Background: an optimization exercise with open tools, aiming at small area, a short achievable clock period and few clock cycles. Do not read the settings as production practice. Power and IR drop assume default switching activity.

==> quartz: inputs <==
Design md5, start of the top module:
module md5(
    input clk,
    input reset_n,
    input done,
    input [63:0] pwd,
    output [127:0] hash_pwd,
    output en
);
make LEC_CHECK=0 CAP_MARGIN=40 CORE_MARGIN=2 CORE_UTILIZATION=45 PLACE_DENSITY=0.6 SLEW_MARGIN=30 finish   # period 16.0 ns
run.sh (not shown) runs the stock make flow with config.mk's settings and CLKGATE_MAP_FILE= SYNTH_SCRIPT=/design/flow/synth_recipe.tcl, a recipe that flattens the netlist after the stock synthesis.
==> indigo: changes against quartz <==
--- a/flow/design.v
+++ b/flow/design.v
@@ -126,29 +126,37 @@
 assign kc[27] = (hi[0] & (lo[0] | lo[1])) | (hi[1] & (lo[2] | lo[3])) | hi[2] | (hi[3] & (lo[0] | lo[1] | lo[3])) | (hi[4] & (lo[3])) | (hi[5] & (lo[2])) | (hi[7] & (lo[0] | lo[1] | lo[3])) | (hi[8] & (lo[0] | lo[2] | lo[3])) | (hi[9] & (lo[1] | lo[3])) | (hi[10] & (lo[0] | lo[1])) | (hi[11] & (lo[0] | lo[2])) | (hi[12] & (lo[2] | lo[3])) | (hi[13] & (lo[1] | lo[2])) | (hi[14] & (lo[0] | lo[1] | lo[3])) | (hi[15] & (lo[1] | lo[2] | lo[3])) | (hi[16] & (lo[2] | lo[3]));
 assign kc[28] = (hi[0] & (lo[0])) | (hi[1] & (lo[0] | lo[3])) | (hi[2] & (lo[2])) | (hi[3] & (lo[1])) | (hi[4] & (lo[0])) | (hi[5] & (lo[0] | lo[2])) | (hi[6] & (lo[2])) | (hi[7] & (lo[1])) | (hi[8] & (lo[0] | lo[3])) | (hi[9] & (lo[2] | lo[3])) | (hi[10] & (lo[2])) | (hi[11] & (lo[0] | lo[2])) | (hi[12] & (lo[0] | lo[3])) | (hi[13] & (lo[2])) | (hi[14] & (lo[1])) | (hi[15] & (lo[0] | lo[1])) | (hi[16] & (lo[1] | lo[2]));
 assign kc[29] = (hi[0] & (lo[0] | lo[1] | lo[2])) | (hi[1] & (lo[0] | lo[2] | lo[3])) | (hi[2] & (lo[0] | lo[2])) | (hi[3] & (lo[0] | lo[1] | lo[2])) | (hi[4] & (lo[0] | lo[2] | lo[3])) | (hi[5] & (lo[3])) | (hi[6] & (lo[0] | lo[2])) | (hi[7] & (lo[0] | lo[1] | lo[2])) | (hi[8] & (lo[0] | lo[2] | lo[3])) | (hi[9] & (lo[0] | lo[2] | lo[3])) | (hi[10] & (lo[0] | lo[1])) | (hi[11] & (lo[1])) | (hi[12] & (lo[0] | lo[2] | lo[3])) | (hi[13] & (lo[0] | lo[2])) | (hi[14] & (lo[0] | lo[1] | lo[2])) | hi[15] | (hi[16] & (lo[0] | lo[3]));
 assign kc[30] = (hi[0] & (lo[1] | lo[3])) | (hi[1] & (lo[0] | lo[1] | lo[3])) | (hi[2] & (lo[0] | lo[2])) | (hi[3] & (lo[0] | lo[1] | lo[3])) | (hi[4] & (lo[0] | lo[1] | lo[3])) | (hi[5] & (lo[0] | lo[2] | lo[3])) | (hi[6] & (lo[1] | lo[2] | lo[3])) | (hi[7] & (lo[1] | lo[2])) | (hi[8] & (lo[0] | lo[2] | lo[3])) | (hi[9] & (lo[1] | lo[2])) | (hi[10] & (lo[1] | lo[2])) | (hi[11] & (lo[0] | lo[1] | lo[3])) | (hi[12] & (lo[0] | lo[1] | lo[3])) | (hi[13] & (lo[0] | lo[2])) | (hi[14] & (lo[0] | lo[1] | lo[3])) | (hi[15] & (lo[0] | lo[3])) | (hi[16] & (lo[0] | lo[3]));
 assign kc[31] = (hi[0] & (lo[1] | lo[3])) | (hi[1] & (lo[0] | lo[2] | lo[3])) | (hi[2] & (lo[1] | lo[2] | lo[3])) | (hi[3] & (lo[1] | lo[2])) | (hi[4] & (lo[0] | lo[1] | lo[3])) | (hi[5] & (lo[0] | lo[2] | lo[3])) | (hi[6] & (lo[1] | lo[2])) | (hi[7] & (lo[0] | lo[1] | lo[3])) | (hi[8] & (lo[0] | lo[1] | lo[3])) | (hi[9] & (lo[0] | lo[2] | lo[3])) | (hi[10] & (lo[1] | lo[2])) | (hi[11] & (lo[0] | lo[1] | lo[3])) | (hi[12] & (lo[0] | lo[2] | lo[3])) | (hi[13] & (lo[1] | lo[2] | lo[3])) | (hi[14] & (lo[1] | lo[2])) | (hi[15] & (lo[0] | lo[1] | lo[3])) | (hi[16] & (lo[2] | lo[3]));
 wire [31:0] m = ({32{sel0}} & pwd[63:32]) | ({32{sel1}} & pwd[31:0]);
 wire [31:0] x = ld ? 32'd0 : d;
-wire [31:0] p_next = (x + kc) + m;
-wire [31:0] f = ({32{rf[0]}} & ((b & c) | (~b & d)))
-              | ({32{rf[1]}} & ((d & b) | (~d & c)))
-              | ({32{rf[2]}} & (b ^ c ^ d))
-              | ({32{rf[3]}} & (c ^ (b | ~d)));
-wire [31:0] w = p + f;
+wire [31:0] p_next;
+md5_addp u_addp (.x(x), .y(kc), .z(m), .s(p_next));
+wire [31:0] u = ({32{rf[0]}} & c)
+              | ({32{rf[1]}} & (c | d))
+              | ({32{rf[2]}} & ~(c ^ d))
+              | ({32{rf[3]}} & ~c);
+wire [31:0] v = ({32{rf[0]}} & d)
+              | ({32{rf[1]}} & (c & ~d))
+              | ({32{rf[2]}} & (c ^ d))
+              | ({32{rf[3]}} & ~(c ^ d));
+wire [31:0] f = (b & u) | (~b & v);
+wire [31:0] w;
+md5_addw u_addw (.x(p), .y(f), .s(w));
 wire [31:0] wt = ({32{rt[0]}} & w)
                | ({32{rt[1]}} & {w[30:0], w[31]})
                | ({32{rt[2]}} & {w[29:0], w[31:30]})
                | ({32{rt[3]}} & {w[28:0], w[31:29]});
 wire [31:0] r = ({32{rj[0]}} & {wt[27:0], wt[31:28]})
               | ({32{rj[1]}} & {wt[22:0], wt[31:23]})
               | ({32{rj[2]}} & {wt[17:0], wt[31:18]})
               | ({32{rj[3]}} & {wt[11:0], wt[31:12]});
-wire [31:0] b_next = ({32{run}} & b) + r;
+wire [31:0] b_next;
+md5_addb u_addb (.x({32{run}} & b), .y(r), .s(b_next));
 always @(posedge clk) begin
     cnt <= cnt_n;
     en_r <= job && (cnt == 7'd67 || cnt == 7'd68);
 end
 always @(posedge clk) begin
     if (ld) begin
         p <= p_next;
@@ -165,7 +173,16 @@
 function [31:0] bswap(input [31:0] v);
     bswap = {v[7:0], v[15:8], v[23:16], v[31:24]};
 endfunction
 assign en = en_r;
 assign hash_pwd = {bswap({d[6:0], d[31:7]}), bswap(p),
                    bswap({b[16:0], b[31:17]}), bswap({c[11:0], c[31:12]})};
 endmodule
+module md5_addp(input [31:0] x, input [31:0] y, input [31:0] z, output [31:0] s);
+assign s = x + y + z;
+endmodule
+module md5_addw(input [31:0] x, input [31:0] y, output [31:0] s);
+assign s = x + y;
+endmodule
+module md5_addb(input [31:0] x, input [31:0] y, output [31:0] s);
+assign s = x + y;
+endmodule
- ABC_AREA: unset -> 1
- CORE_UTILIZATION: 45 -> 14
- PLACE_DENSITY: 0.6 -> 0.25
==> amber: changes against quartz <==
- CORE_UTILIZATION: 45 -> 14
- PLACE_DENSITY: 0.6 -> 0.25
==> flow_results.org <==
** Run status
- The run finished with no timing, DRC or antenna violations.

** Global routing
- Number of antenna violations at the first check in global routing :: 5

** Routing
- Detailed routing placed a total of 35600 um of wire on met2.

** Placement
- Including well taps, the total number of placed cells is about 3000.

** Pwr
- Summed over the clock group, the power is 442 uW.
- Combinational cells consume a total of 1070 uW.

** Worst setup path
- Worst setup endpoint :: b[30]
- Largest stage delay on the critical path :: approximately 0.58 ns
- Measured in cells, the most critical reg-to-reg path has a length of 33.

** Timing
- Final WS setup :: 7.92 ns
That was quartz.
==> flow_results.org <==
** Routing
- Detailed routing placed a total of 50200 um of wire on met2.
- Number of DRC markers in iteration 0 :: 1782

** Logic synthesis
- Synthesis handed over a netlist of 2505 instances.

** Global routing
- For this run, global-route usage on met2 was measured as 0.261.
- The global routing stage identified its most utilized layer as met2.
- Number of antenna violations at the first check in global routing :: 5

** Worst setup path
- Worst setup endpoint :: b[31]
- Cells on worst reg2reg path :: 30

** Placement
- Number of cells after detailed placement :: 4311

** Pwr
- Combinational cells consume a total of roughly 1100 uW.
- In this run, power in flip-flops and latches comes to 603 uW.

** Timing
- Setup slack closes at ~8 ns.

** Run status
- Outcome :: no timing/DRC/antenna violations
That was amber.
==> flow_results.org <==
** Global routing
- Number of antenna violations at the first check in global routing :: 10

** Pwr
- In this run, power in the clock network comes to 452 uW.
- Comb power :: 1280 uW

** Timing
- Final WS setup :: 8.66 ns

** Worst setup path
- The number of cells on the worst reg-to-reg path is 37.
- For this run, the slowest stage of the critical path takes 0.45 ns.
- Worst setup endpoint :: b[18]

** Placement
- The number of placed instances, taps included, is 4873.

** Routing
- Met2 wire len :: 57800 um

** Run status
- The run finished with no timing, DRC or antenna violations.
That was indigo.
No functional check of the RTL was part of any run of this note.

what the ideal ports hide:
No port has a modelled driver above. Below, the same layouts with a new extraction and two added sets of constraints. Step 1 sets driving cells, clkbuf_16 on the clock port and buf_2 on the other inputs (assumed; they add their load-dependent delay and slew). Step 2 adds t to the input delays and takes it off the output delays; t is the mean of the earliest and latest rising clock arrival at the registers after step 1. Input paths then give back, and output paths get back, about the clock's delay inside the block. Slacks: no drivers / after step 1 / after step 2; pairs: no drivers / after step 1.
run	t, ns	slack for setup (ns)	slew at the worst register clock pin (ns)
quartz	0.550	7.925 / 7.925 / 7.925	0.08 / 0.08
indigo	0.585	8.661 / 8.661 / 8.661	0.09 / 0.09
amber	0.571	7.931 / 7.931 / 7.439	0.09 / 0.09
After both steps setup and hold are still met in every run listed. The setup slack of amber, which loses most, moves by 0.000 ns with the drivers and by -0.492 ns with both steps.
